This design comes from an exercise in tuning for small area and a short achievable clock period on the open sky130 flow, not from production work. Function was checked by simulation only, so behaviour that the tests miss may differ from the original. Power is estimated from default activity; no workload was simulated.

==> design/flow/design.v <==
module piped_wallace_mult(
    input wire clock, reset,
    input wire [15:0] x, y,
    output reg [31:0] prod
);
    reg [59:0] r1;
    reg [97:0] r2;
    reg [60:0] r3;
    reg v1, v2, v3;
    wire g1 = x[1] & x[0];
    wire q2 = x[1] ^ x[0];
    wire g3 = x[2] & x[1];
    wire q4 = x[2] ^ x[1];
    wire g5 = x[3] & x[2];
    wire q6 = x[3] ^ x[2];
    wire g7 = x[4] & x[3];
    wire q8 = x[4] ^ x[3];
    wire g9 = x[5] & x[4];
    wire q10 = x[5] ^ x[4];
    wire g11 = x[6] & x[5];
    wire q12 = x[6] ^ x[5];
    wire g13 = x[7] & x[6];
    wire q14 = x[7] ^ x[6];
    wire g15 = x[8] & x[7];
    wire q16 = x[8] ^ x[7];
    wire g17 = x[9] & x[8];
    wire q18 = x[9] ^ x[8];
    wire g19 = x[10] & x[9];
    wire q20 = x[10] ^ x[9];
    wire g21 = x[11] & x[10];
    wire q22 = x[11] ^ x[10];
    wire g23 = x[12] & x[11];
    wire q24 = x[12] ^ x[11];
    wire g25 = x[13] & x[12];
    wire q26 = x[13] ^ x[12];
    wire g27 = x[14] & x[13];
    wire q28 = x[14] ^ x[13];
    wire g29 = x[15] & x[14];
    wire q30 = x[15] ^ x[14];
    wire t31, u32;
    pfx i33 (.gh(g5), .ph(q6), .gl(g3), .pl(q4), .g(t31), .p(u32));
    wire t34, u35;
    pfx i36 (.gh(g9), .ph(q10), .gl(g7), .pl(q8), .g(t34), .p(u35));
    wire t37, u38;
    pfx i39 (.gh(g13), .ph(q14), .gl(g11), .pl(q12), .g(t37), .p(u38));
    wire t40, u41;
    pfx i42 (.gh(g17), .ph(q18), .gl(g15), .pl(q16), .g(t40), .p(u41));
    wire t43, u44;
    pfx i45 (.gh(g21), .ph(q22), .gl(g19), .pl(q20), .g(t43), .p(u44));
    wire t46, u47;
    pfx i48 (.gh(g25), .ph(q26), .gl(g23), .pl(q24), .g(t46), .p(u47));
    wire t49, u50;
    pfx i51 (.gh(g29), .ph(q30), .gl(g27), .pl(q28), .g(t49), .p(u50));
    wire t52;
    pfx_g i53 (.gh(g3), .ph(q4), .gl(g1), .g(t52));
    wire t54;
    pfx_g i55 (.gh(t31), .ph(u32), .gl(g1), .g(t54));
    wire t56, u57;
    pfx i58 (.gh(g11), .ph(q12), .gl(t34), .pl(u35), .g(t56), .p(u57));
    wire t59, u60;
    pfx i61 (.gh(t37), .ph(u38), .gl(t34), .pl(u35), .g(t59), .p(u60));
    wire t62, u63;
    pfx i64 (.gh(g19), .ph(q20), .gl(t40), .pl(u41), .g(t62), .p(u63));
    wire t65, u66;
    pfx i67 (.gh(t43), .ph(u44), .gl(t40), .pl(u41), .g(t65), .p(u66));
    wire t68, u69;
    pfx i70 (.gh(g27), .ph(q28), .gl(t46), .pl(u47), .g(t68), .p(u69));
    wire t71, u72;
    pfx i73 (.gh(t49), .ph(u50), .gl(t46), .pl(u47), .g(t71), .p(u72));
    wire t74;
    pfx_g i75 (.gh(g7), .ph(q8), .gl(t54), .g(t74));
    wire t76;
    pfx_g i77 (.gh(t34), .ph(u35), .gl(t54), .g(t76));
    wire t78;
    pfx_g i79 (.gh(t56), .ph(u57), .gl(t54), .g(t78));
    wire t80;
    pfx_g i81 (.gh(t59), .ph(u60), .gl(t54), .g(t80));
    wire t82, u83;
    pfx i84 (.gh(g23), .ph(q24), .gl(t65), .pl(u66), .g(t82), .p(u83));
    wire t85, u86;
    pfx i87 (.gh(t46), .ph(u47), .gl(t65), .pl(u66), .g(t85), .p(u86));
    wire t88, u89;
    pfx i90 (.gh(t68), .ph(u69), .gl(t65), .pl(u66), .g(t88), .p(u89));
    wire t91, u92;
    pfx i93 (.gh(t71), .ph(u72), .gl(t65), .pl(u66), .g(t91), .p(u92));
    wire t94;
    pfx_g i95 (.gh(g15), .ph(q16), .gl(t80), .g(t94));
    wire t96;
    pfx_g i97 (.gh(t40), .ph(u41), .gl(t80), .g(t96));
    wire t98;
    pfx_g i99 (.gh(t62), .ph(u63), .gl(t80), .g(t98));
    wire t100;
    pfx_g i101 (.gh(t65), .ph(u66), .gl(t80), .g(t100));
    wire t102;
    pfx_g i103 (.gh(t82), .ph(u83), .gl(t80), .g(t102));
    wire t104;
    pfx_g i105 (.gh(t85), .ph(u86), .gl(t80), .g(t104));
    wire t106;
    pfx_g i107 (.gh(t88), .ph(u89), .gl(t80), .g(t106));
    wire t108;
    pfx_g i109 (.gh(t91), .ph(u92), .gl(t80), .g(t108));
    wire t110 = x[15] & t108;
    wire z111 = q4 ^ g1;
    wire z112 = q6 ^ t52;
    wire z113 = q8 ^ t54;
    wire z114 = q10 ^ t74;
    wire z115 = q12 ^ t76;
    wire z116 = q14 ^ t78;
    wire z117 = q16 ^ t80;
    wire z118 = q18 ^ t94;
    wire z119 = q20 ^ t96;
    wire z120 = q22 ^ t98;
    wire z121 = q24 ^ t100;
    wire z122 = q26 ^ t102;
    wire z123 = q28 ^ t104;
    wire z124 = q30 ^ t106;
    wire z125 = x[15] ^ t108;
    wire p126 = ((r1[33] & r1[0]) | (r1[35] & r1[0])) ^ r1[37];
    wire p127 = ((r1[33] & r1[1]) | (r1[34] & r1[0]) | (r1[35] & r1[16])) ^ r1[37];
    wire p128 = ((r1[33] & r1[2]) | (r1[34] & r1[1]) | (r1[35] & r1[17]) | (r1[36] & r1[0])) ^ r1[37];
    wire p129 = ((r1[33] & r1[3]) | (r1[34] & r1[2]) | (r1[35] & r1[18]) | (r1[36] & r1[1])) ^ r1[37];
    wire p130 = ((r1[33] & r1[4]) | (r1[34] & r1[3]) | (r1[35] & r1[19]) | (r1[36] & r1[2])) ^ r1[37];
    wire p131 = ((r1[33] & r1[5]) | (r1[34] & r1[4]) | (r1[35] & r1[20]) | (r1[36] & r1[3])) ^ r1[37];
    wire p132 = ((r1[33] & r1[6]) | (r1[34] & r1[5]) | (r1[35] & r1[21]) | (r1[36] & r1[4])) ^ r1[37];
    wire p133 = ((r1[33] & r1[7]) | (r1[34] & r1[6]) | (r1[35] & r1[22]) | (r1[36] & r1[5])) ^ r1[37];
    wire p134 = ((r1[33] & r1[8]) | (r1[34] & r1[7]) | (r1[35] & r1[23]) | (r1[36] & r1[6])) ^ r1[37];
    wire p135 = ((r1[33] & r1[9]) | (r1[34] & r1[8]) | (r1[35] & r1[24]) | (r1[36] & r1[7])) ^ r1[37];
    wire p136 = ((r1[33] & r1[10]) | (r1[34] & r1[9]) | (r1[35] & r1[25]) | (r1[36] & r1[8])) ^ r1[37];
    wire p137 = ((r1[33] & r1[11]) | (r1[34] & r1[10]) | (r1[35] & r1[26]) | (r1[36] & r1[9])) ^ r1[37];
    wire p138 = ((r1[33] & r1[12]) | (r1[34] & r1[11]) | (r1[35] & r1[27]) | (r1[36] & r1[10])) ^ r1[37];
    wire p139 = ((r1[33] & r1[13]) | (r1[34] & r1[12]) | (r1[35] & r1[28]) | (r1[36] & r1[11])) ^ r1[37];
    wire p140 = ((r1[33] & r1[14]) | (r1[34] & r1[13]) | (r1[35] & r1[29]) | (r1[36] & r1[12])) ^ r1[37];
    wire p141 = ((r1[33] & r1[15]) | (r1[34] & r1[14]) | (r1[35] & r1[30]) | (r1[36] & r1[13])) ^ r1[37];
    wire p142 = ((r1[34] & r1[15]) | (r1[35] & r1[31]) | (r1[36] & r1[14])) ^ r1[37];
    wire p143 = ((r1[35] & r1[32]) | (r1[36] & r1[15])) ^ r1[37];
    wire p144 = ((r1[38] & r1[0]) | (r1[40] & r1[0])) ^ r1[42];
    wire p145 = ((r1[38] & r1[1]) | (r1[39] & r1[0]) | (r1[40] & r1[16])) ^ r1[42];
    wire p146 = ((r1[38] & r1[2]) | (r1[39] & r1[1]) | (r1[40] & r1[17]) | (r1[41] & r1[0])) ^ r1[42];
    wire p147 = ((r1[38] & r1[3]) | (r1[39] & r1[2]) | (r1[40] & r1[18]) | (r1[41] & r1[1])) ^ r1[42];
    wire p148 = ((r1[38] & r1[4]) | (r1[39] & r1[3]) | (r1[40] & r1[19]) | (r1[41] & r1[2])) ^ r1[42];
    wire p149 = ((r1[38] & r1[5]) | (r1[39] & r1[4]) | (r1[40] & r1[20]) | (r1[41] & r1[3])) ^ r1[42];
    wire p150 = ((r1[38] & r1[6]) | (r1[39] & r1[5]) | (r1[40] & r1[21]) | (r1[41] & r1[4])) ^ r1[42];
    wire p151 = ((r1[38] & r1[7]) | (r1[39] & r1[6]) | (r1[40] & r1[22]) | (r1[41] & r1[5])) ^ r1[42];
    wire p152 = ((r1[38] & r1[8]) | (r1[39] & r1[7]) | (r1[40] & r1[23]) | (r1[41] & r1[6])) ^ r1[42];
    wire p153 = ((r1[38] & r1[9]) | (r1[39] & r1[8]) | (r1[40] & r1[24]) | (r1[41] & r1[7])) ^ r1[42];
    wire p154 = ((r1[38] & r1[10]) | (r1[39] & r1[9]) | (r1[40] & r1[25]) | (r1[41] & r1[8])) ^ r1[42];
    wire p155 = ((r1[38] & r1[11]) | (r1[39] & r1[10]) | (r1[40] & r1[26]) | (r1[41] & r1[9])) ^ r1[42];
    wire p156 = ((r1[38] & r1[12]) | (r1[39] & r1[11]) | (r1[40] & r1[27]) | (r1[41] & r1[10])) ^ r1[42];
    wire p157 = ((r1[38] & r1[13]) | (r1[39] & r1[12]) | (r1[40] & r1[28]) | (r1[41] & r1[11])) ^ r1[42];
    wire p158 = ((r1[38] & r1[14]) | (r1[39] & r1[13]) | (r1[40] & r1[29]) | (r1[41] & r1[12])) ^ r1[42];
    wire p159 = ((r1[38] & r1[15]) | (r1[39] & r1[14]) | (r1[40] & r1[30]) | (r1[41] & r1[13])) ^ r1[42];
    wire p160 = ((r1[39] & r1[15]) | (r1[40] & r1[31]) | (r1[41] & r1[14])) ^ r1[42];
    wire p161 = ((r1[40] & r1[32]) | (r1[41] & r1[15])) ^ r1[42];
    wire p162 = ((r1[43] & r1[0]) | (r1[45] & r1[0])) ^ r1[47];
    wire p163 = ((r1[43] & r1[1]) | (r1[44] & r1[0]) | (r1[45] & r1[16])) ^ r1[47];
    wire p164 = ((r1[43] & r1[2]) | (r1[44] & r1[1]) | (r1[45] & r1[17]) | (r1[46] & r1[0])) ^ r1[47];
    wire p165 = ((r1[43] & r1[3]) | (r1[44] & r1[2]) | (r1[45] & r1[18]) | (r1[46] & r1[1])) ^ r1[47];
    wire p166 = ((r1[43] & r1[4]) | (r1[44] & r1[3]) | (r1[45] & r1[19]) | (r1[46] & r1[2])) ^ r1[47];
    wire p167 = ((r1[43] & r1[5]) | (r1[44] & r1[4]) | (r1[45] & r1[20]) | (r1[46] & r1[3])) ^ r1[47];
    wire p168 = ((r1[43] & r1[6]) | (r1[44] & r1[5]) | (r1[45] & r1[21]) | (r1[46] & r1[4])) ^ r1[47];
    wire p169 = ((r1[43] & r1[7]) | (r1[44] & r1[6]) | (r1[45] & r1[22]) | (r1[46] & r1[5])) ^ r1[47];
    wire p170 = ((r1[43] & r1[8]) | (r1[44] & r1[7]) | (r1[45] & r1[23]) | (r1[46] & r1[6])) ^ r1[47];
    wire p171 = ((r1[43] & r1[9]) | (r1[44] & r1[8]) | (r1[45] & r1[24]) | (r1[46] & r1[7])) ^ r1[47];
    wire p172 = ((r1[43] & r1[10]) | (r1[44] & r1[9]) | (r1[45] & r1[25]) | (r1[46] & r1[8])) ^ r1[47];
    wire p173 = ((r1[43] & r1[11]) | (r1[44] & r1[10]) | (r1[45] & r1[26]) | (r1[46] & r1[9])) ^ r1[47];
    wire p174 = ((r1[43] & r1[12]) | (r1[44] & r1[11]) | (r1[45] & r1[27]) | (r1[46] & r1[10])) ^ r1[47];
    wire p175 = ((r1[43] & r1[13]) | (r1[44] & r1[12]) | (r1[45] & r1[28]) | (r1[46] & r1[11])) ^ r1[47];
    wire p176 = ((r1[43] & r1[14]) | (r1[44] & r1[13]) | (r1[45] & r1[29]) | (r1[46] & r1[12])) ^ r1[47];
    wire p177 = ((r1[43] & r1[15]) | (r1[44] & r1[14]) | (r1[45] & r1[30]) | (r1[46] & r1[13])) ^ r1[47];
    wire p178 = ((r1[44] & r1[15]) | (r1[45] & r1[31]) | (r1[46] & r1[14])) ^ r1[47];
    wire p179 = ((r1[45] & r1[32]) | (r1[46] & r1[15])) ^ r1[47];
    wire p180 = ((r1[48] & r1[0]) | (r1[50] & r1[0])) ^ r1[52];
    wire p181 = ((r1[48] & r1[1]) | (r1[49] & r1[0]) | (r1[50] & r1[16])) ^ r1[52];
    wire p182 = ((r1[48] & r1[2]) | (r1[49] & r1[1]) | (r1[50] & r1[17]) | (r1[51] & r1[0])) ^ r1[52];
    wire p183 = ((r1[48] & r1[3]) | (r1[49] & r1[2]) | (r1[50] & r1[18]) | (r1[51] & r1[1])) ^ r1[52];
    wire p184 = ((r1[48] & r1[4]) | (r1[49] & r1[3]) | (r1[50] & r1[19]) | (r1[51] & r1[2])) ^ r1[52];
    wire p185 = ((r1[48] & r1[5]) | (r1[49] & r1[4]) | (r1[50] & r1[20]) | (r1[51] & r1[3])) ^ r1[52];
    wire p186 = ((r1[48] & r1[6]) | (r1[49] & r1[5]) | (r1[50] & r1[21]) | (r1[51] & r1[4])) ^ r1[52];
    wire p187 = ((r1[48] & r1[7]) | (r1[49] & r1[6]) | (r1[50] & r1[22]) | (r1[51] & r1[5])) ^ r1[52];
    wire p188 = ((r1[48] & r1[8]) | (r1[49] & r1[7]) | (r1[50] & r1[23]) | (r1[51] & r1[6])) ^ r1[52];
    wire p189 = ((r1[48] & r1[9]) | (r1[49] & r1[8]) | (r1[50] & r1[24]) | (r1[51] & r1[7])) ^ r1[52];
    wire p190 = ((r1[48] & r1[10]) | (r1[49] & r1[9]) | (r1[50] & r1[25]) | (r1[51] & r1[8])) ^ r1[52];
    wire p191 = ((r1[48] & r1[11]) | (r1[49] & r1[10]) | (r1[50] & r1[26]) | (r1[51] & r1[9])) ^ r1[52];
    wire p192 = ((r1[48] & r1[12]) | (r1[49] & r1[11]) | (r1[50] & r1[27]) | (r1[51] & r1[10])) ^ r1[52];
    wire p193 = ((r1[48] & r1[13]) | (r1[49] & r1[12]) | (r1[50] & r1[28]) | (r1[51] & r1[11])) ^ r1[52];
    wire p194 = ((r1[48] & r1[14]) | (r1[49] & r1[13]) | (r1[50] & r1[29]) | (r1[51] & r1[12])) ^ r1[52];
    wire p195 = ((r1[48] & r1[15]) | (r1[49] & r1[14]) | (r1[50] & r1[30]) | (r1[51] & r1[13])) ^ r1[52];
    wire p196 = ((r1[49] & r1[15]) | (r1[50] & r1[31]) | (r1[51] & r1[14])) ^ r1[52];
    wire p197 = ((r1[50] & r1[32]) | (r1[51] & r1[15])) ^ r1[52];
    wire p198 = ((r1[53] & r1[0]) | (r1[55] & r1[0])) ^ r1[57];
    wire p199 = ((r1[53] & r1[1]) | (r1[54] & r1[0]) | (r1[55] & r1[16])) ^ r1[57];
    wire p200 = ((r1[53] & r1[2]) | (r1[54] & r1[1]) | (r1[55] & r1[17]) | (r1[56] & r1[0])) ^ r1[57];
    wire p201 = ((r1[53] & r1[3]) | (r1[54] & r1[2]) | (r1[55] & r1[18]) | (r1[56] & r1[1])) ^ r1[57];
    wire p202 = ((r1[53] & r1[4]) | (r1[54] & r1[3]) | (r1[55] & r1[19]) | (r1[56] & r1[2])) ^ r1[57];
    wire p203 = ((r1[53] & r1[5]) | (r1[54] & r1[4]) | (r1[55] & r1[20]) | (r1[56] & r1[3])) ^ r1[57];
    wire p204 = ((r1[53] & r1[6]) | (r1[54] & r1[5]) | (r1[55] & r1[21]) | (r1[56] & r1[4])) ^ r1[57];
    wire p205 = ((r1[53] & r1[7]) | (r1[54] & r1[6]) | (r1[55] & r1[22]) | (r1[56] & r1[5])) ^ r1[57];
    wire p206 = ((r1[53] & r1[8]) | (r1[54] & r1[7]) | (r1[55] & r1[23]) | (r1[56] & r1[6])) ^ r1[57];
    wire p207 = ((r1[53] & r1[9]) | (r1[54] & r1[8]) | (r1[55] & r1[24]) | (r1[56] & r1[7])) ^ r1[57];
    wire p208 = ((r1[53] & r1[10]) | (r1[54] & r1[9]) | (r1[55] & r1[25]) | (r1[56] & r1[8])) ^ r1[57];
    wire p209 = ((r1[53] & r1[11]) | (r1[54] & r1[10]) | (r1[55] & r1[26]) | (r1[56] & r1[9])) ^ r1[57];
    wire p210 = ((r1[53] & r1[12]) | (r1[54] & r1[11]) | (r1[55] & r1[27]) | (r1[56] & r1[10])) ^ r1[57];
    wire p211 = ((r1[53] & r1[13]) | (r1[54] & r1[12]) | (r1[55] & r1[28]) | (r1[56] & r1[11])) ^ r1[57];
    wire p212 = ((r1[53] & r1[14]) | (r1[54] & r1[13]) | (r1[55] & r1[29]) | (r1[56] & r1[12])) ^ r1[57];
    wire p213 = ((r1[53] & r1[15]) | (r1[54] & r1[14]) | (r1[55] & r1[30]) | (r1[56] & r1[13])) ^ r1[57];
    wire p214 = ((r1[54] & r1[15]) | (r1[55] & r1[31]) | (r1[56] & r1[14])) ^ r1[57];
    wire p215 = ((r1[55] & r1[32]) | (r1[56] & r1[15])) ^ r1[57];
    wire p216 = (r1[58] & r1[0]);
    wire p217 = (r1[58] & r1[1]) | (r1[59] & r1[0]);
    wire p218 = (r1[58] & r1[2]) | (r1[59] & r1[1]);
    wire p219 = (r1[58] & r1[3]) | (r1[59] & r1[2]);
    wire p220 = (r1[58] & r1[4]) | (r1[59] & r1[3]);
    wire p221 = (r1[58] & r1[5]) | (r1[59] & r1[4]);
    wire p222 = (r1[58] & r1[6]) | (r1[59] & r1[5]);
    wire p223 = (r1[58] & r1[7]) | (r1[59] & r1[6]);
    wire p224 = (r1[58] & r1[8]) | (r1[59] & r1[7]);
    wire p225 = (r1[58] & r1[9]) | (r1[59] & r1[8]);
    wire p226 = (r1[58] & r1[10]) | (r1[59] & r1[9]);
    wire p227 = (r1[58] & r1[11]) | (r1[59] & r1[10]);
    wire p228 = (r1[58] & r1[12]) | (r1[59] & r1[11]);
    wire p229 = (r1[58] & r1[13]) | (r1[59] & r1[12]);
    wire p230 = (r1[58] & r1[14]) | (r1[59] & r1[13]);
    wire p231 = (r1[58] & r1[15]) | (r1[59] & r1[14]);
    wire p232 = (r1[59] & r1[15]);
    wire p233 = ~r1[37];
    wire p234 = ~r1[42];
    wire p235 = ~r1[47];
    wire p236 = ~r1[52];
    wire p237 = ~r1[57];
    wire s238 = p135 ^ p150;
    wire c239 = p135 & p150;
    wire s240 = p136 ^ p151;
    wire c241 = p136 & p151;
    wire s242 = p137 ^ p152;
    wire c243 = p137 & p152;
    wire s244 = p138 ^ p153 ^ p168;
    wire c245 = (p138 & p153) | (p138 & p168) | (p153 & p168);
    wire s246 = p183 ^ p198;
    wire c247 = p183 & p198;
    wire s248 = p139 ^ p154 ^ p169;
    wire c249 = (p139 & p154) | (p139 & p169) | (p154 & p169);
    wire s250 = p184 ^ p199;
    wire c251 = p184 & p199;
    wire s252 = p140 ^ p155 ^ p170;
    wire c253 = (p140 & p155) | (p140 & p170) | (p155 & p170);
    wire s254 = p185 ^ p200;
    wire c255 = p185 & p200;
    wire s256 = p141 ^ p156 ^ p171;
    wire c257 = (p141 & p156) | (p141 & p171) | (p156 & p171);
    wire s258 = p186 ^ p201 ^ p216;
    wire c259 = (p186 & p201) | (p186 & p216) | (p201 & p216);
    wire s260 = p142 ^ p157 ^ p172;
    wire c261 = (p142 & p157) | (p142 & p172) | (p157 & p172);
    wire s262 = p187 ^ p202 ^ p217;
    wire c263 = (p187 & p202) | (p187 & p217) | (p202 & p217);
    wire s264 = p143 ^ p158 ^ p173;
    wire c265 = (p143 & p158) | (p143 & p173) | (p158 & p173);
    wire s266 = p188 ^ p203 ^ p218;
    wire c267 = (p188 & p203) | (p188 & p218) | (p203 & p218);
    wire s268 = p159 ^ p174 ^ p189;
    wire c269 = (p159 & p174) | (p159 & p189) | (p174 & p189);
    wire s270 = p204 ^ p219 ^ r1[37];
    wire c271 = (p204 & p219) | (p204 & r1[37]) | (p219 & r1[37]);
    wire s272 = p160 ^ p175 ^ p190;
    wire c273 = (p160 & p175) | (p160 & p190) | (p175 & p190);
    wire s274 = p205 ^ p220 ^ r1[37];
    wire c275 = (p205 & p220) | (p205 & r1[37]) | (p220 & r1[37]);
    wire s276 = p161 ^ p176 ^ p191;
    wire c277 = (p161 & p176) | (p161 & p191) | (p176 & p191);
    wire s278 = p206 ^ p221 ^ r1[37];
    wire c279 = (p206 & p221) | (p206 & r1[37]) | (p221 & r1[37]);
    wire s280 = p177 ^ p192 ^ p207;
    wire c281 = (p177 & p192) | (p177 & p207) | (p192 & p207);
    wire s282 = p222 ^ p233 ^ p234;
    wire c283 = (p222 & p233) | (p222 & p234) | (p233 & p234);
    wire s284 = p178 ^ p193 ^ p208;
    wire c285 = (p178 & p193) | (p178 & p208) | (p193 & p208);
    wire s286 = p223 ^ 1'b1;
    wire c287 = p223 & 1'b1;
    wire s288 = p179 ^ p194 ^ p209;
    wire c289 = (p179 & p194) | (p179 & p209) | (p194 & p209);
    wire s290 = p224 ^ 1'b1;
    wire c291 = p224 & 1'b1;
    wire s292 = p195 ^ p210 ^ p225;
    wire c293 = (p195 & p210) | (p195 & p225) | (p210 & p225);
    wire s294 = p196 ^ p211;
    wire c295 = p196 & p211;
    wire s296 = p197 ^ p212;
    wire c297 = p197 & p212;
    wire s298 = p129 ^ p144 ^ r1[42];
    wire c299 = (p129 & p144) | (p129 & r1[42]) | (p144 & r1[42]);
    wire s300 = p132 ^ p147 ^ p162;
    wire c301 = (p132 & p147) | (p132 & p162) | (p147 & p162);
    wire s302 = p133 ^ p148 ^ p163;
    wire c303 = (p133 & p148) | (p133 & p163) | (p148 & p163);
    wire s304 = p213 ^ p228 ^ p236;
    wire c305 = (p213 & p228) | (p213 & p236) | (p228 & p236);
    wire s306 = p214 ^ p229 ^ 1'b1;
    wire c307 = (p214 & p229) | (p214 & 1'b1) | (p229 & 1'b1);
    wire s308 = p215 ^ p230 ^ 1'b1;
    wire c309 = (p215 & p230) | (p215 & 1'b1) | (p230 & 1'b1);
    wire s310 = r2[14] ^ r2[15];
    wire c311 = r2[14] & r2[15];
    wire s312 = r2[18] ^ r2[19] ^ r2[20];
    wire c313 = (r2[18] & r2[19]) | (r2[18] & r2[20]) | (r2[19] & r2[20]);
    wire s314 = r2[22] ^ r2[23] ^ r2[24];
    wire c315 = (r2[22] & r2[23]) | (r2[22] & r2[24]) | (r2[23] & r2[24]);
    wire s316 = r2[26] ^ r2[27] ^ r2[28];
    wire c317 = (r2[26] & r2[27]) | (r2[26] & r2[28]) | (r2[27] & r2[28]);
    wire s318 = r2[30] ^ r2[31] ^ r2[32];
    wire c319 = (r2[30] & r2[31]) | (r2[30] & r2[32]) | (r2[31] & r2[32]);
    wire s320 = r2[34] ^ r2[35] ^ r2[36];
    wire c321 = (r2[34] & r2[35]) | (r2[34] & r2[36]) | (r2[35] & r2[36]);
    wire s322 = r2[38] ^ r2[39] ^ r2[40];
    wire c323 = (r2[38] & r2[39]) | (r2[38] & r2[40]) | (r2[39] & r2[40]);
    wire s324 = r2[42] ^ r2[43] ^ r2[44];
    wire c325 = (r2[42] & r2[43]) | (r2[42] & r2[44]) | (r2[43] & r2[44]);
    wire s326 = r2[46] ^ r2[47] ^ r2[48];
    wire c327 = (r2[46] & r2[47]) | (r2[46] & r2[48]) | (r2[47] & r2[48]);
    wire s328 = r2[50] ^ r2[51] ^ r2[52];
    wire c329 = (r2[50] & r2[51]) | (r2[50] & r2[52]) | (r2[51] & r2[52]);
    wire s330 = r2[54] ^ r2[55] ^ r2[56];
    wire c331 = (r2[54] & r2[55]) | (r2[54] & r2[56]) | (r2[55] & r2[56]);
    wire s332 = r2[58] ^ r2[59] ^ r2[60];
    wire c333 = (r2[58] & r2[59]) | (r2[58] & r2[60]) | (r2[59] & r2[60]);
    wire s334 = r2[62] ^ r2[63] ^ r2[64];
    wire c335 = (r2[62] & r2[63]) | (r2[62] & r2[64]) | (r2[63] & r2[64]);
    wire s336 = r2[66] ^ r2[67] ^ r2[68];
    wire c337 = (r2[66] & r2[67]) | (r2[66] & r2[68]) | (r2[67] & r2[68]);
    wire s338 = r2[70] ^ r2[71] ^ r2[72];
    wire c339 = (r2[70] & r2[71]) | (r2[70] & r2[72]) | (r2[71] & r2[72]);
    wire s340 = r2[74] ^ r2[75] ^ r2[76];
    wire c341 = (r2[74] & r2[75]) | (r2[74] & r2[76]) | (r2[75] & r2[76]);
    wire s342 = r2[78] ^ r2[79] ^ r2[80];
    wire c343 = (r2[78] & r2[79]) | (r2[78] & r2[80]) | (r2[79] & r2[80]);
    wire s344 = r2[82] ^ r2[83] ^ r2[84];
    wire c345 = (r2[82] & r2[83]) | (r2[82] & r2[84]) | (r2[83] & r2[84]);
    wire s346 = r2[85] ^ r2[86] ^ r2[87];
    wire c347 = (r2[85] & r2[86]) | (r2[85] & r2[87]) | (r2[86] & r2[87]);
    wire s348 = r2[5] ^ r2[6];
    wire c349 = r2[5] & r2[6];
    wire s350 = r2[8] ^ r2[9];
    wire c351 = r2[8] & r2[9];
    wire s352 = r2[10] ^ r2[11];
    wire c353 = r2[10] & r2[11];
    wire s354 = r2[12] ^ r2[13];
    wire c355 = r2[12] & r2[13];
    wire s356 = s310 ^ r2[16] ^ r2[17];
    wire c357 = (s310 & r2[16]) | (s310 & r2[17]) | (r2[16] & r2[17]);
    wire s358 = c311 ^ s312 ^ r2[21];
    wire c359 = (c311 & s312) | (c311 & r2[21]) | (s312 & r2[21]);
    wire s360 = c313 ^ s314 ^ r2[25];
    wire c361 = (c313 & s314) | (c313 & r2[25]) | (s314 & r2[25]);
    wire s362 = c315 ^ s316 ^ r2[29];
    wire c363 = (c315 & s316) | (c315 & r2[29]) | (s316 & r2[29]);
    wire s364 = c317 ^ s318 ^ r2[33];
    wire c365 = (c317 & s318) | (c317 & r2[33]) | (s318 & r2[33]);
    wire s366 = c319 ^ s320 ^ r2[37];
    wire c367 = (c319 & s320) | (c319 & r2[37]) | (s320 & r2[37]);
    wire s368 = c321 ^ s322 ^ r2[41];
    wire c369 = (c321 & s322) | (c321 & r2[41]) | (s322 & r2[41]);
    wire s370 = c323 ^ s324 ^ r2[45];
    wire c371 = (c323 & s324) | (c323 & r2[45]) | (s324 & r2[45]);
    wire s372 = c325 ^ s326 ^ r2[49];
    wire c373 = (c325 & s326) | (c325 & r2[49]) | (s326 & r2[49]);
    wire s374 = c327 ^ s328 ^ r2[53];
    wire c375 = (c327 & s328) | (c327 & r2[53]) | (s328 & r2[53]);
    wire s376 = c329 ^ s330 ^ r2[57];
    wire c377 = (c329 & s330) | (c329 & r2[57]) | (s330 & r2[57]);
    wire s378 = c331 ^ s332 ^ r2[61];
    wire c379 = (c331 & s332) | (c331 & r2[61]) | (s332 & r2[61]);
    wire s380 = c333 ^ s334 ^ r2[65];
    wire c381 = (c333 & s334) | (c333 & r2[65]) | (s334 & r2[65]);
    wire s382 = c335 ^ s336 ^ r2[69];
    wire c383 = (c335 & s336) | (c335 & r2[69]) | (s336 & r2[69]);
    wire s384 = c337 ^ s338 ^ r2[73];
    wire c385 = (c337 & s338) | (c337 & r2[73]) | (s338 & r2[73]);
    wire s386 = c339 ^ s340 ^ r2[77];
    wire c387 = (c339 & s340) | (c339 & r2[77]) | (s340 & r2[77]);
    wire s388 = c341 ^ s342 ^ r2[81];
    wire c389 = (c341 & s342) | (c341 & r2[81]) | (s342 & r2[81]);
    wire s390 = c343 ^ s344 ^ 1'b1;
    wire c391 = (c343 & s344) | (c343 & 1'b1) | (s344 & 1'b1);
    wire s392 = c345 ^ s346 ^ 1'b1;
    wire c393 = (c345 & s346) | (c345 & 1'b1) | (s346 & 1'b1);
    wire s394 = c347 ^ r2[88] ^ r2[89];
    wire c395 = (c347 & r2[88]) | (c347 & r2[89]) | (r2[88] & r2[89]);
    wire s396 = r2[90] ^ r2[91];
    wire c397 = r2[90] & r2[91];
    wire s398 = r2[92] ^ r2[93];
    wire c399 = r2[92] & r2[93];
    wire s400 = r2[94] ^ r2[95] ^ r2[96];
    wire c401 = (r2[94] & r2[95]) | (r2[94] & r2[96]) | (r2[95] & r2[96]);
    wire s402 = r2[97] ^ 1'b1;
    wire c403 = r2[97] & 1'b1;
    wire t404 = r3[2] & r3[0];
    wire u405 = r3[4] & r3[3];
    wire t406, u407;
    pfx i408 (.gh(r3[7]), .ph(r3[8]), .gl(r3[5]), .pl(r3[6]), .g(t406), .p(u407));
    wire t409, u410;
    pfx i411 (.gh(r3[11]), .ph(r3[12]), .gl(r3[9]), .pl(r3[10]), .g(t409), .p(u410));
    wire t412, u413;
    pfx i414 (.gh(r3[15]), .ph(r3[16]), .gl(r3[13]), .pl(r3[14]), .g(t412), .p(u413));
    wire t415, u416;
    pfx i417 (.gh(r3[19]), .ph(r3[20]), .gl(r3[17]), .pl(r3[18]), .g(t415), .p(u416));
    wire t418, u419;
    pfx i420 (.gh(r3[23]), .ph(r3[24]), .gl(r3[21]), .pl(r3[22]), .g(t418), .p(u419));
    wire t421, u422;
    pfx i423 (.gh(r3[27]), .ph(r3[28]), .gl(r3[25]), .pl(r3[26]), .g(t421), .p(u422));
    wire t424, u425;
    pfx i426 (.gh(r3[31]), .ph(r3[32]), .gl(r3[29]), .pl(r3[30]), .g(t424), .p(u425));
    wire t427, u428;
    pfx i429 (.gh(r3[35]), .ph(r3[36]), .gl(r3[33]), .pl(r3[34]), .g(t427), .p(u428));
    wire t430, u431;
    pfx i432 (.gh(r3[39]), .ph(r3[40]), .gl(r3[37]), .pl(r3[38]), .g(t430), .p(u431));
    wire t433, u434;
    pfx i435 (.gh(r3[43]), .ph(r3[44]), .gl(r3[41]), .pl(r3[42]), .g(t433), .p(u434));
    wire t436, u437;
    pfx i438 (.gh(r3[47]), .ph(r3[48]), .gl(r3[45]), .pl(r3[46]), .g(t436), .p(u437));
    wire t439, u440;
    pfx i441 (.gh(r3[51]), .ph(r3[52]), .gl(r3[49]), .pl(r3[50]), .g(t439), .p(u440));
    wire t442, u443;
    pfx i444 (.gh(r3[55]), .ph(r3[56]), .gl(r3[53]), .pl(r3[54]), .g(t442), .p(u443));
    wire t445 = r3[3] & t404;
    wire t446 = u405 & t404;
    wire t447, u448;
    pfx i449 (.gh(r3[9]), .ph(r3[10]), .gl(t406), .pl(u407), .g(t447), .p(u448));
    wire t450, u451;
    pfx i452 (.gh(t409), .ph(u410), .gl(t406), .pl(u407), .g(t450), .p(u451));
    wire t453, u454;
    pfx i455 (.gh(r3[17]), .ph(r3[18]), .gl(t412), .pl(u413), .g(t453), .p(u454));
    wire t456, u457;
    pfx i458 (.gh(t415), .ph(u416), .gl(t412), .pl(u413), .g(t456), .p(u457));
    wire t459, u460;
    pfx i461 (.gh(r3[25]), .ph(r3[26]), .gl(t418), .pl(u419), .g(t459), .p(u460));
    wire t462, u463;
    pfx i464 (.gh(t421), .ph(u422), .gl(t418), .pl(u419), .g(t462), .p(u463));
    wire t465, u466;
    pfx i467 (.gh(r3[33]), .ph(r3[34]), .gl(t424), .pl(u425), .g(t465), .p(u466));
    wire t468, u469;
    pfx i470 (.gh(t427), .ph(u428), .gl(t424), .pl(u425), .g(t468), .p(u469));
    wire t471, u472;
    pfx i473 (.gh(r3[41]), .ph(r3[42]), .gl(t430), .pl(u431), .g(t471), .p(u472));
    wire t474, u475;
    pfx i476 (.gh(t433), .ph(u434), .gl(t430), .pl(u431), .g(t474), .p(u475));
    wire t477, u478;
    pfx i479 (.gh(r3[49]), .ph(r3[50]), .gl(t436), .pl(u437), .g(t477), .p(u478));
    wire t480, u481;
    pfx i482 (.gh(t439), .ph(u440), .gl(t436), .pl(u437), .g(t480), .p(u481));
    wire t483, u484;
    pfx i485 (.gh(r3[57]), .ph(r3[58]), .gl(t442), .pl(u443), .g(t483), .p(u484));
    wire t486;
    pfx_g i487 (.gh(r3[5]), .ph(r3[6]), .gl(t446), .g(t486));
    wire t488;
    pfx_g i489 (.gh(t406), .ph(u407), .gl(t446), .g(t488));
    wire t490;
    pfx_g i491 (.gh(t447), .ph(u448), .gl(t446), .g(t490));
    wire t492;
    pfx_g i493 (.gh(t450), .ph(u451), .gl(t446), .g(t492));
    wire t494, u495;
    pfx i496 (.gh(r3[21]), .ph(r3[22]), .gl(t456), .pl(u457), .g(t494), .p(u495));
    wire t497, u498;
    pfx i499 (.gh(t418), .ph(u419), .gl(t456), .pl(u457), .g(t497), .p(u498));
    wire t500, u501;
    pfx i502 (.gh(t459), .ph(u460), .gl(t456), .pl(u457), .g(t500), .p(u501));
    wire t503, u504;
    pfx i505 (.gh(t462), .ph(u463), .gl(t456), .pl(u457), .g(t503), .p(u504));
    wire t506, u507;
    pfx i508 (.gh(r3[37]), .ph(r3[38]), .gl(t468), .pl(u469), .g(t506), .p(u507));
    wire t509, u510;
    pfx i511 (.gh(t430), .ph(u431), .gl(t468), .pl(u469), .g(t509), .p(u510));
    wire t512, u513;
    pfx i514 (.gh(t471), .ph(u472), .gl(t468), .pl(u469), .g(t512), .p(u513));
    wire t515, u516;
    pfx i517 (.gh(t474), .ph(u475), .gl(t468), .pl(u469), .g(t515), .p(u516));
    wire t518, u519;
    pfx i520 (.gh(r3[53]), .ph(r3[54]), .gl(t480), .pl(u481), .g(t518), .p(u519));
    wire t521, u522;
    pfx i523 (.gh(t442), .ph(u443), .gl(t480), .pl(u481), .g(t521), .p(u522));
    wire t524, u525;
    pfx i526 (.gh(t483), .ph(u484), .gl(t480), .pl(u481), .g(t524), .p(u525));
    wire t527;
    pfx_g i528 (.gh(r3[13]), .ph(r3[14]), .gl(t492), .g(t527));
    wire t529;
    pfx_g i530 (.gh(t412), .ph(u413), .gl(t492), .g(t529));
    wire t531;
    pfx_g i532 (.gh(t453), .ph(u454), .gl(t492), .g(t531));
    wire t533;
    pfx_g i534 (.gh(t456), .ph(u457), .gl(t492), .g(t533));
    wire t535;
    pfx_g i536 (.gh(t494), .ph(u495), .gl(t492), .g(t535));
    wire t537;
    pfx_g i538 (.gh(t497), .ph(u498), .gl(t492), .g(t537));
    wire t539;
    pfx_g i540 (.gh(t500), .ph(u501), .gl(t492), .g(t539));
    wire t541;
    pfx_g i542 (.gh(t503), .ph(u504), .gl(t492), .g(t541));
    wire t543, u544;
    pfx i545 (.gh(r3[45]), .ph(r3[46]), .gl(t515), .pl(u516), .g(t543), .p(u544));
    wire t546, u547;
    pfx i548 (.gh(t436), .ph(u437), .gl(t515), .pl(u516), .g(t546), .p(u547));
    wire t549, u550;
    pfx i551 (.gh(t477), .ph(u478), .gl(t515), .pl(u516), .g(t549), .p(u550));
    wire t552, u553;
    pfx i554 (.gh(t480), .ph(u481), .gl(t515), .pl(u516), .g(t552), .p(u553));
    wire t555, u556;
    pfx i557 (.gh(t518), .ph(u519), .gl(t515), .pl(u516), .g(t555), .p(u556));
    wire t558, u559;
    pfx i560 (.gh(t521), .ph(u522), .gl(t515), .pl(u516), .g(t558), .p(u559));
    wire t561, u562;
    pfx i563 (.gh(t524), .ph(u525), .gl(t515), .pl(u516), .g(t561), .p(u562));
    wire t564;
    pfx_g i565 (.gh(r3[29]), .ph(r3[30]), .gl(t541), .g(t564));
    wire t566;
    pfx_g i567 (.gh(t424), .ph(u425), .gl(t541), .g(t566));
    wire t568;
    pfx_g i569 (.gh(t465), .ph(u466), .gl(t541), .g(t568));
    wire t570;
    pfx_g i571 (.gh(t468), .ph(u469), .gl(t541), .g(t570));
    wire t572;
    pfx_g i573 (.gh(t506), .ph(u507), .gl(t541), .g(t572));
    wire t574;
    pfx_g i575 (.gh(t509), .ph(u510), .gl(t541), .g(t574));
    wire t576;
    pfx_g i577 (.gh(t512), .ph(u513), .gl(t541), .g(t576));
    wire t578;
    pfx_g i579 (.gh(t515), .ph(u516), .gl(t541), .g(t578));
    wire t580;
    pfx_g i581 (.gh(t543), .ph(u544), .gl(t541), .g(t580));
    wire t582;
    pfx_g i583 (.gh(t546), .ph(u547), .gl(t541), .g(t582));
    wire t584;
    pfx_g i585 (.gh(t549), .ph(u550), .gl(t541), .g(t584));
    wire t586;
    pfx_g i587 (.gh(t552), .ph(u553), .gl(t541), .g(t586));
    wire t588;
    pfx_g i589 (.gh(t555), .ph(u556), .gl(t541), .g(t588));
    wire t590;
    pfx_g i591 (.gh(t558), .ph(u559), .gl(t541), .g(t590));
    wire t592;
    pfx_g i593 (.gh(t561), .ph(u562), .gl(t541), .g(t592));
    wire z594 = r3[2] ^ r3[0];
    wire z595 = r3[3] ^ t404;
    wire z596 = r3[4] ^ t445;
    wire z597 = r3[6] ^ t446;
    wire z598 = r3[8] ^ t486;
    wire z599 = r3[10] ^ t488;
    wire z600 = r3[12] ^ t490;
    wire z601 = r3[14] ^ t492;
    wire z602 = r3[16] ^ t527;
    wire z603 = r3[18] ^ t529;
    wire z604 = r3[20] ^ t531;
    wire z605 = r3[22] ^ t533;
    wire z606 = r3[24] ^ t535;
    wire z607 = r3[26] ^ t537;
    wire z608 = r3[28] ^ t539;
    wire z609 = r3[30] ^ t541;
    wire z610 = r3[32] ^ t564;
    wire z611 = r3[34] ^ t566;
    wire z612 = r3[36] ^ t568;
    wire z613 = r3[38] ^ t570;
    wire z614 = r3[40] ^ t572;
    wire z615 = r3[42] ^ t574;
    wire z616 = r3[44] ^ t576;
    wire z617 = r3[46] ^ t578;
    wire z618 = r3[48] ^ t580;
    wire z619 = r3[50] ^ t582;
    wire z620 = r3[52] ^ t584;
    wire z621 = r3[54] ^ t586;
    wire z622 = r3[56] ^ t588;
    wire z623 = r3[58] ^ t590;
    wire z624 = r3[60] ^ t592;
    wire [31:0] result = {z624, z623, z622, z621, z620, z619, z618, z617, z616, z615, z614, z613, z612, z611, z610, z609, z608, z607, z606, z605, z604, z603, z602, z601, z600, z599, z598, z597, z596, z595, z594, r3[1]};
    always @(posedge clock) begin
        r1 <= {(y[14] & y[15]), (y[14] & ~y[15]) | (~y[14] & y[15]), y[14], (y[11] & y[12] & y[13] & ~y[14]) | (~y[11] & ~y[12] & ~y[13] & y[14]), (y[11] & ~y[12] & y[13] & ~y[14]) | (~y[11] & y[12] & y[13] & ~y[14]) | (y[11] & ~y[12] & ~y[13] & y[14]) | (~y[11] & y[12] & ~y[13] & y[14]), (y[11] & y[12] & ~y[13] & ~y[14]) | (~y[11] & ~y[12] & y[13] & ~y[14]) | (y[11] & y[12] & ~y[13] & y[14]) | (~y[11] & ~y[12] & y[13] & y[14]), (y[11] & ~y[12] & ~y[13] & ~y[14]) | (~y[11] & y[12] & ~y[13] & ~y[14]) | (y[11] & ~y[12] & y[13] & y[14]) | (~y[11] & y[12] & y[13] & y[14]), y[11], (y[8] & y[9] & y[10] & ~y[11]) | (~y[8] & ~y[9] & ~y[10] & y[11]), (y[8] & ~y[9] & y[10] & ~y[11]) | (~y[8] & y[9] & y[10] & ~y[11]) | (y[8] & ~y[9] & ~y[10] & y[11]) | (~y[8] & y[9] & ~y[10] & y[11]), (y[8] & y[9] & ~y[10] & ~y[11]) | (~y[8] & ~y[9] & y[10] & ~y[11]) | (y[8] & y[9] & ~y[10] & y[11]) | (~y[8] & ~y[9] & y[10] & y[11]), (y[8] & ~y[9] & ~y[10] & ~y[11]) | (~y[8] & y[9] & ~y[10] & ~y[11]) | (y[8] & ~y[9] & y[10] & y[11]) | (~y[8] & y[9] & y[10] & y[11]), y[8], (y[5] & y[6] & y[7] & ~y[8]) | (~y[5] & ~y[6] & ~y[7] & y[8]), (y[5] & ~y[6] & y[7] & ~y[8]) | (~y[5] & y[6] & y[7] & ~y[8]) | (y[5] & ~y[6] & ~y[7] & y[8]) | (~y[5] & y[6] & ~y[7] & y[8]), (y[5] & y[6] & ~y[7] & ~y[8]) | (~y[5] & ~y[6] & y[7] & ~y[8]) | (y[5] & y[6] & ~y[7] & y[8]) | (~y[5] & ~y[6] & y[7] & y[8]), (y[5] & ~y[6] & ~y[7] & ~y[8]) | (~y[5] & y[6] & ~y[7] & ~y[8]) | (y[5] & ~y[6] & y[7] & y[8]) | (~y[5] & y[6] & y[7] & y[8]), y[5], (y[2] & y[3] & y[4] & ~y[5]) | (~y[2] & ~y[3] & ~y[4] & y[5]), (y[2] & ~y[3] & y[4] & ~y[5]) | (~y[2] & y[3] & y[4] & ~y[5]) | (y[2] & ~y[3] & ~y[4] & y[5]) | (~y[2] & y[3] & ~y[4] & y[5]), (y[2] & y[3] & ~y[4] & ~y[5]) | (~y[2] & ~y[3] & y[4] & ~y[5]) | (y[2] & y[3] & ~y[4] & y[5]) | (~y[2] & ~y[3] & y[4] & y[5]), (y[2] & ~y[3] & ~y[4] & ~y[5]) | (~y[2] & y[3] & ~y[4] & ~y[5]) | (y[2] & ~y[3] & y[4] & y[5]) | (~y[2] & y[3] & y[4] & y[5]), y[2], (~y[0] & ~y[1] & y[2]), (y[0] & y[1] & ~y[2]) | (y[0] & ~y[1] & y[2]), (~y[0] & y[1] & ~y[2]) | (~y[0] & y[1] & y[2]), (y[0] & ~y[1] & ~y[2]) | (y[0] & y[1] & y[2]), t110, z125, z124, z123, z122, z121, z120, z119, z118, z117, z116, z115, z114, z113, z112, z111, q2, x[15], x[14], x[13], x[12], x[11], x[10], x[9], x[8], x[7], x[6], x[5], x[4], x[3], x[2], x[1], x[0]};
        r2 <= {p232, p237, p231, c309, s308, c307, s306, c305, s304, c297, p227, s296, c295, p226, s294, c293, p235, s292, c291, c289, s290, s288, c287, c285, s286, s284, c283, c281, s282, s280, c279, c277, s278, s276, c275, c273, s274, s272, c271, c269, s270, s268, c267, c265, s266, s264, c263, c261, s262, s260, c259, c257, s258, s256, c255, c253, s254, s252, c251, c249, s250, s248, c247, c245, r1[57], s246, s244, c243, p182, p167, s242, c241, p181, p166, s240, c239, r1[52], p180, p165, s238, p164, p149, p134, c303, s302, c301, r1[47], s300, p146, p131, p145, p130, c299, s298, p128, p127, r1[37], p126};
        r3 <= {c401 ^ s402, c401 & s402, c399 ^ s400, c399 & s400, c397 ^ s398, c397 & s398, c395 ^ s396, c395 & s396, c393 ^ s394, c393 & s394, c391 ^ s392, c391 & s392, c389 ^ s390, c389 & s390, c387 ^ s388, c387 & s388, c385 ^ s386, c385 & s386, c383 ^ s384, c383 & s384, c381 ^ s382, c381 & s382, c379 ^ s380, c379 & s380, c377 ^ s378, c377 & s378, c375 ^ s376, c375 & s376, c373 ^ s374, c373 & s374, c371 ^ s372, c371 & s372, c369 ^ s370, c369 & s370, c367 ^ s368, c367 & s368, c365 ^ s366, c365 & s366, c363 ^ s364, c363 & s364, c361 ^ s362, c361 & s362, c359 ^ s360, c359 & s360, c357 ^ s358, c357 & s358, c355 ^ s356, c355 & s356, c353 ^ s354, c353 & s354, c351 ^ s352, c351 & s352, c349 ^ s350, c349 & s350, s348 ^ r2[7], s348 & r2[7], r2[4], r2[3], r2[2], r2[0] ^ r2[1], r2[0] & r2[1]};
    end
    always @(posedge clock or posedge reset)
        if (reset) begin
            v1 <= 1'b0; v2 <= 1'b0; v3 <= 1'b0; prod <= 32'd0;
        end else begin
            v1 <= 1'b1; v2 <= v1; v3 <= v2;
            prod <= v3 ? result : 32'd0;
        end
endmodule
module pfx(input wire gh, ph, gl, pl, output wire g, p);
    assign g = gh | (ph & gl);
    assign p = ph & pl;
endmodule
module pfx_g(input wire gh, ph, gl, output wire g);
    assign g = gh | (ph & gl);
endmodule
==> design/flow/flow/run.sh <==
#!/bin/bash
set -e
cp standard.sh standard.sh.orig.txt
cat "$FLOW_CONFIG" > config.orig.txt
echo 'export BUFFER_PORTS_ARGS = -buffer_cell sky130_fd_sc_hd__buf_2' >> "$FLOW_CONFIG"
bash standard.sh > standard.log 2>&1
==> design/flow/standard.sh <==
#!/bin/bash
# synth_recipe.tcl (not shown) runs the flow's synth.tcl, then flattens the netlist and writes it again
# the make line also repeats each setting of config.mk as NAME=value (left out here)
make -C /OpenROAD-flow-scripts/flow DESIGN_CONFIG=/design/flow/config.mk WORK_HOME=/design/flow/orfs CLKGATE_MAP_FILE= SYNTH_SCRIPT=/design/flow/synth_recipe.tcl "${@:-finish}"
==> design/flow/config.mk <==
export PLATFORM = sky130hd
export DESIGN_NAME = piped_wallace_mult
export DESIGN_NICKNAME = piped_wallace_mult
export VERILOG_FILES = /design/flow/design.v
export SDC_FILE = /design/flow/constraint.sdc
export NUM_CORES = 4
export LEC_CHECK = 0
export CAP_MARGIN = 20
export CORE_MARGIN = 2
export CORE_UTILIZATION = 40
export SETUP_SLACK_MARGIN = 0.95
export SLEW_MARGIN = 20
export SYNTH_HIERARCHICAL = 1
export SYNTH_MINIMUM_KEEP_SIZE = 0
export BUFFER_PORTS_ARGS = -buffer_cell sky130_fd_sc_hd__buf_2
==> design/flow/constraint.sdc <==
create_clock -name core_clock -period 2.8 [get_ports {clock}]
set_input_delay 0.5600 -clock core_clock [delete_from_list [all_inputs] [get_ports {clock}]]
set_output_delay 0.5600 -clock core_clock [all_outputs]
set_load 0.01 [all_outputs]
==> run summary, run 1 <==
Area growth, synth to finish = 13.4%
Post-Syn Area = 12800 um2
CTS clk-pin slew, worst paths = 0.06 ns
Critical Path RT = 3.19 ns
largest net degree at the start of global routing = 36
Post-DP HPWL = 19700 um
most frequent cells in the layout = dfxtp_1 (182), a21o_1 (99), xnor2_1 (97)
Clock Skews = 0.00995 ns
core area = 31600 um2
Post-Layout Inst Area = 14600 um2
most used routing layer = met2
H-Tree Depth = 1
post-detailed-route wirelength per cell = 16.7 um
mean post-synth cell area = 11.9 um2
Non-Filler Instances = 1552
Rows = 65
ys async rst share = 13.8%
worst reg2reg setup slack = 0.99 ns
commonest non-fill, non-tap cell in the layout = dfxtp_1
FF+latch count, synth = 253
switch share = 31.8%
M3 GR Usage = 2.36%
antenna violations before repair = 0
Fillers = 2922
vias after detailed routing = 7823
fraction of layout cells with a size suffix above 1 = 23.9%
sequential power share = 39.0%
Tcrit/Tclk final = 64.7%
register area share after synthesis = 40.8%
Lkg Pwr = 6.73 nW
Layout Utilization = 46.2%
Final Critical Period = 1.81 ns
IO Port Bufs = 65
number of global-route vias before repair = 7978
CTS max path bufs = 3
TritonCTS clock tree = built
Worst setup EP type = flop
max-slew violations = 0
outcome = finished clean
power density over the cells = 976 nW/um2
vias per inst = 5.04
grt ovf = 0
Synth cell types = 36
n_diodes = 0
Post-DP Area = 13400 um2
setup violators final = 0
first-pass GRT wire length = 42900 um
top_reg_cell synth = dfxtp_1
# DRC = 0
Setup Crit Path Kind = flop to flop
max incr delay on CP = 0.49 ns
Worst Path Buf+Inv = 1
Sink Count = 253
CTS Root Cell = clkbuf_16
RSZ-0062 raised after global routing = true
Initial Util = 40.7%
Starting DRT DRC Count = 517
met1 Use GR = 22.6%
number of routed nets with antenna violations = 0
die area = 33600 um2
crit-path cells = buf_4 > a22o_1 > a221oi_2 > xnor2_1 > fa_1
Die H = 183 um
Worst-Margin Slew = 0.836 ns
Post-synth EDFFs = 0
Worst Hold Class = input pin to asynchronous set/reset pin
TritonCTS Buffers = 26
met2 Use GR = 25.1%
total routed wirelength = 25800 um
VDD IR max = 0.481 mV
WHS = 0.141 ns
gpl congestion = 0.846
net switching power = 4.52 mW
Setup crit start kind = flop
relative slew slack = 44.2%
fmax = 0.552 GHz
Nets = 1290
Worst Path Max Fanout = 13
Skew-Pair Late Insertion Delay = 0.51 ns
YS warnings = 7
clock power share = 25.9%
Die Span X = 183 um
Gate power share = 35.1%
CP top delay family = adder cells
cell total after placement = 1494
maxcap violations = 0
DR pass1 iterations = 6
number of top-level pins = 66
Internal = 9.70 mW
Net Count, Synth = 1238
Mapped Cells = 1078
CP max-delay cell = fa_1
CP arrival = 2.20 ns
final hold violation count = 0
Setup TNS = 0 ns
gr usage total = 15.8%
-- logic make-up after synthesis --
| kind of cell | share of synthesized area (%) |
|---|---|
| AOI/OAI and AO/OA | 20.9 |
| buffers and inverters | 6.41 |
| adders and majority gates | 15.8 |
| DFF | 40.8 |
| other | 0.0292 |
| xor gates and xnor gates | 9.79 |
| and+or+nand+nor | 6.34 |
-- Yosys stat by module, one instance, submodules excluded --
module / area [um2] / flip-flops and latches / copies in the design
pfx: 13.8 / 0 / 61
pfx_g: 7.51 / 0 / 41
piped_wallace_mult: 11700 / 253 / 1
-- cell type report --
class                   count  area, um2  area share (%)
clock buffers              39        802            5.51
clock inverters             9        151            1.04
inverters                  50        188            1.29
multi-input cells         688       6940            47.7
flip-flops and latches    253       5290            36.3
well taps                 402        503            3.45
repair buffers            111        686            4.71
-- path summary, 6_finish.rpt --
path / startpoint / end / cells after the start
max in group asynchronous: reset / prod[10]$_DFF_PP0_ / 3
setup reg to reg: r1[4]$_DFF_P_ / r2[31]$_DFF_P_ / 5
hold / removal: reset / prod[25]$_DFF_PP0_ / 3
setup / recovery: r1[4]$_DFF_P_ / r2[31]$_DFF_P_ / 5
min in group core_clock: x[0] / r1[0]$_DFF_P_ / 1
hold reg to reg: r2[4]$_DFF_P_ / r3[4]$_DFF_P_ / 0
-- flip-flops by register name, indices dropped and copies added (netlist names) --
name,count
r1,60
r3,60
prod,32
v3,1
v1,1
v2,1
r2,98
-- synth_stat cells, drive strengths merged (4+ instances only) --
cell / instances / area (um2)
a21o: 102 / 766
a221oi: 69 / 961
a222oi: 10 / 100
a22o: 80 / 709
a22oi: 11 / 82.6
and2: 95 / 594
buf: 70 / 566
clkbuf: 18 / 70.1
dfrtp: 35 / 876
dfxtp: 218 / 4360
fa: 60 / 1200
ha: 66 / 826
inv: 50 / 188
nand2: 13 / 48.8
nand4b: 4 / 35.0
nor2: 9 / 33.8
nor2b: 7 / 43.8
o21ai: 9 / 45.0
or4b: 4 / 40.0
xnor2: 99 / 867
xor2: 42 / 368
-- power by group through the flow --
| stage | Sequential [mW] | Clock [mW] | Combinational [mW] |
|---|---|---|---|
| final | 5.55 | 3.68 | 4.99 |
| after global routing | 5.70 | 3.95 | 5.85 |
| after CTS | 5.56 | 3.81 | 4.97 |
| after detailed placement | 5.63 | 0 | 4.81 |
| after global placement | 5.62 | 0 | 4.69 |
| after floorplan | 5.39 | 0 | 3.61 |
-- metrics by stage --
step	worst slack (ns)	power, mW
finish	0.990	14.2
global route	0.915	15.5
CTS	0.905	14.3
detailed placement	0.587	10.4
global placement	0.596	10.3
floorplan	0.866	9.01
-- worst min-delay path: stages --
cell and delay, ns:
buf_2 0.10, inv_1 0.04, buf_4 0.37
-- repair_timing --
item | in CTS | in global routing
pin swaps | 9 | 12
gates cloned | 1 | 0
endpoints found under the setup margin | 44 | 46
hold buffers | 0 | 0
resized for setup | 29 | 32
buffers inserted | 1 | 8
-- per-layer routing --
| layer | wire length [um] | part of all wire, % |
|---|---|---|
| met1 | 12700 | 49 |
| met2 | 11500 | 45 |
| met3 | 1300 | 5.0 |
| met4 | 333 | 1.3 |
| met5 | 0 | 0 |
==> inputs of run 2 (changes only) <==
==> design/flow/flow/run.sh (replaced) <==
#!/bin/bash
# The standard layout (standard.sh, unchanged synthesis), except that the
# port buffers are plain buffers instead of delay cells. Tool output: standard.log
# here and ORFS's own logs under orfs/logs.
set -e
echo 'export BUFFER_PORTS_ARGS = -buffer_cell sky130_fd_sc_hd__buf_2' >> "$FLOW_CONFIG"
bash standard.sh > standard.log 2>&1
--- a/design/flow/config.mk
+++ b/design/flow/config.mk
@@ -8,6 +8,7 @@
 export CAP_MARGIN = 20
 export CORE_MARGIN = 2
 export CORE_UTILIZATION = 40
+export CTS_BUF_LIST = sky130_fd_sc_hd__clkbuf_8
 export SETUP_SLACK_MARGIN = 0.95
 export SLEW_MARGIN = 20
 export SYNTH_HIERARCHICAL = 1
==> run summary, run 2 <==
core area = 31600 um2 (unchanged)
Area growth, synth to finish = 13.6%
outcome = finished clean
number of top-level pins = 66 (unchanged)
most frequent cell after synthesis = dfxtp_1
YS warnings = 7 (unchanged)
Mapped Cells = 1078 (unchanged)
gr usage total = 16.0% (+0.25 points)
CP dominant cell by count = a21o_1
Setup Crit Path Kind = flop to flop
CTS Root Cell = clkbuf_8
cell total after placement = 1494 (unchanged)
gpl congestion = 0.846 (unchanged)
Sink Count = 253 (unchanged)
Net Count, Synth = 1238 (unchanged)
Starting DRT DRC Count = 468 (-9.5%)
worst r2r src = r3[16]$_DFF_P_
Multi-input gate area = 6940 um2 (about the same)
vias per inst = 5.04 (about the same)
Layout Utilization = 46.2% (+0.075 points)
top_reg_cell synth = dfxtp_1
CTS max path bufs = 3 (unchanged)
first-pass GRT wire length = 43100 um (+0.58%)
final hold violation count = 0 (unchanged)
IO Port Bufs = 65 (unchanged)
Top Registers = r2: 98 flops, r1: 60 flops, r3: 60 flops
die area = 33600 um2 (unchanged)
mean post-synth cell area = 11.9 um2 (unchanged)
Worst Path Max Fanout = 8 (-5)
largest net degree at the start of global routing = 36 (unchanged)
Synth cell types = 36 (unchanged)
fmax = 0.549 GHz (-0.53%)
# DRC = 0 (unchanged)
Skew-Pair Late Insertion Delay = 0.56 ns (+0.05 ns)
relative slew slack = 43.9% (-0.36 points)
worst reg2reg setup slack = 0.98 ns (about the same)
WHS = 0.106 ns (-0.0344 ns)
DR pass1 iterations = 6 (unchanged)
total routed wirelength = 26100 um (+1.2%)
number of routed nets with antenna violations = 0 (unchanged)
ys async rst share = 13.8% (unchanged)
Clock Skews = 0.0255 ns (+0.0155 ns)
vias after detailed routing = 7945 (+1.6%)
Lkg Pwr = 6.80 nW (+1.0%)
met1 WL = 12700 um (+0.13%)
Die Span X = 183 um (unchanged)
Worst-Margin Slew = 0.841 ns (+0.00533 ns)
Fillers = 2952 (+1.0%)
met3 WL post-DR = 1500 um (+16%)
Biggest register = r2
R2R cell count = 7 (+2)
Setup crit start kind = flop
Critical Path RT = 3.24 ns (+0.05 ns)
VDD IR max = 0.452 mV (-6.1%)
Rows = 65 (unchanged)
Worst setup EP type = flop
CP arrival = 2.26 ns (+0.06 ns)
Post-DP HPWL = 19700 um (unchanged)
maxcap violations = 0 (unchanged)
Final Critical Period = 1.82 ns (+0.00971 ns)
register area share after synthesis = 40.8% (unchanged)
commonest non-fill, non-tap cell in the layout = dfxtp_1
Setup TNS = 0 ns (unchanged)
Post-synth EDFFs = 0 (unchanged)
max reg flops = 98 (unchanged)
max incr delay on CP = 0.33 ns (-0.16 ns)
RR Endpoint = prod[28]$_DFF_PP0_
setup violators final = 0 (unchanged)
synth cell count leaders = dfxtp_1 (218), a21o_1 (102), xnor2_1 (99)
post-detailed-route wirelength per cell = 16.6 um (-0.38%)
most frequent cells in the layout = dfxtp_1 (180), a21o_1 (99), xnor2_1 (96)
number of global-route vias before repair = 8131 (+1.9%)
setup slack after layout = 0.980 ns (-0.00971 ns)
Max Used Layer = met4
top cell type's share of synthesized area = 34.0% (unchanged)
crit-path cells = a21o_1 > a21o_1 > a21o_1 > a21o_4 > a21o_1 > xor2_1 > and2_1
met2 wire len = 11300 um (-2.0%)
Die H = 183 um (unchanged)
Tcrit/Tclk final = 65.0% (+0.35 points)
Initial Util = 40.7% (unchanged)
CTS clk-pin slew, worst paths = 0.06 ns (about the same)
top cells by area, synth = dfxtp_1 (34%), fa_1 (9.4%), dfrtp_1 (6.8%), xnor2_1 (6.8%), a221oi_2 (6.7%)
TritonCTS clock tree = built
Worst Hold Class = input pin to asynchronous set/reset pin
CP max-delay cell = dfxtp_2
Seq. cell area = 5300 um2 (about the same)
Post-Syn Area = 12800 um2 (unchanged)
TritonCTS Buffers = 42 (+62%)
largest area contributor in the synthesized netlist = dfxtp_1
fraction of layout cells with a size suffix above 1 = 25.0% (+1.1 points)
Nets = 1303 (+1.0%)
Non-Filler Instances = 1576 (+1.5%)
H-Tree Depth = 2 (+1)
grt ovf = 0 (unchanged)
n_diodes = 0 (unchanged)
RSZ-0062 raised after global routing = true
FF+latch count, synth = 253 (unchanged)
power density over the cells = 974 nW/um2 (-0.14%)
antenna violations before repair = 0 (unchanged)
Post-Place Worst Slack = 0.587 ns (unchanged)
max-slew violations = 0 (unchanged)
==> run 2: layout make-up <==
| class | count | share of cell area, % |
|---|---|---|
| multi-input combinational | 688 | 47.6 |
| sequential | 253 | 36.3 |
| clock buffer | 53 | 5.00 |
| timing repair buffer | 108 | 4.55 |
| tap | 402 | 3.45 |
| clock inverter | 22 | 1.83 |
| inverter | 50 | 1.29 |
==> run 2: logic make-up (layout without fill, tap and decap cells) <==
| group | count (synthesis) | count (layout) | share of synthesized area [%] |
|---|---|---|---|
| and+or+nand+nor | 135 | 135 | 6.34 |
| buffers and inverters | 138 | 233 | 6.41 |
| DFF | 253 | 253 | 40.8 |
| AOI/OAI and AO/OA | 283 | 284 | 20.9 |
| adders and majority gates | 126 | 126 | 15.8 |
| xor gates and xnor gates | 142 | 142 | 9.79 |
| other | 1 | 1 | 0.0292 |
==> run 2: per-layer routing <==
layer,global-route usage [%],up-vias
met5,0,-
met4,5.02,0
met3,3.20,61
met2,25.1,188
met1,22.2,3788
li1,-,3908
==> run 2: power breakdown <==
| part | leakage [nW] | switching (mW) | total, mW | internal [mW] |
|---|---|---|---|---|
| registers | 2.29 | 0.772 | 5.55 | 4.78 |
| clock network | 0.545 | 1.44 | 3.71 | 2.27 |
| logic | 3.96 | 2.41 | 4.95 | 2.54 |
| total | 6.80 | 4.62 | 14.2 | 9.59 |
==> run 2: worst max-delay path by stage <==
stage / cells after the start / startpoint / slack [ns] / end
global route: 7 / r3[16]$_DFF_P_ / 0.89 / prod[31]$_DFF_PP0_
detailed placement: 7 / x[2] / 0.59 / r1[31]$_DFF_P_
CTS: 5 / r1[4]$_DFF_P_ / 0.90 / r2[31]$_DFF_P_
floorplan: 6 / x[1] / 0.87 / r1[31]$_DFF_P_
global placement: 7 / x[2] / 0.60 / r1[31]$_DFF_P_
finish: 7 / r3[16]$_DFF_P_ / 0.98 / prod[28]$_DFF_PP0_
==> run 2: stage by stage <==
stage / area (um2) / total power, mW
final: 14600 / 14.2
after global routing: 14600 / 15.5
after CTS: 14400 / 14.4
after detailed placement: 13400 / 10.4
after global placement: 13400 / 10.3
after floorplan: 12900 / 9.01
==> run 2: timing repair <==
item	CTS	global route
hold buffers	0	0
resized for setup	27	36
setup buffers	1	5
gates cloned	1	0
pin swaps	8	16
setup endpoints to repair	44	53
==> run 2: Yosys stat by module, one instance, submodules excluded <==
module / copies in the design / area, um2 / flip-flops and latches / cells inside
pfx_g: 41 / 7.51 / 0 / 1
piped_wallace_mult: 1 / 11700 / 253 / 915
pfx: 61 / 13.8 / 0 / 2
==> run 2: critical path: cells and delay by family (launching register included) <==
kind,cells,cell delay (ns)
compound gates,5,1.07
xor+xnor,1,0.15
flops,1,0.33
simple gates,1,0.15

-- what the ideal ports hide --
Ports are ideal in the flow. The routed layouts listed here were re-timed in OpenROAD. Step 1 sets driving cells, clkbuf_16 on the clock port and buf_2 on the other inputs (assumed; they add their load-dependent delay and slew). Step 2 adds t to the input delays and takes it off the output delays; t is the mean of the earliest and latest rising clock arrival at the registers after step 1. Input paths then give back, and output paths get back, about the clock's delay inside the block. Three values: no drivers, after step 1, after step 2; two values: the first two.
| run | shift t [ns] | setup slack, ns | cell pins on the clock port's net |
|---|---|---|---|
| run 1 | 0.556 | 0.990 / 0.990 / 0.582 | 1 |
| run 2 | 0.587 | 0.980 / 0.980 / 0.580 | 1 |
After both steps setup and hold are still met in every run listed. For run 1, which loses most, drivers alone change the setup slack by 0.000 ns; drivers and shift together by -0.408 ns.
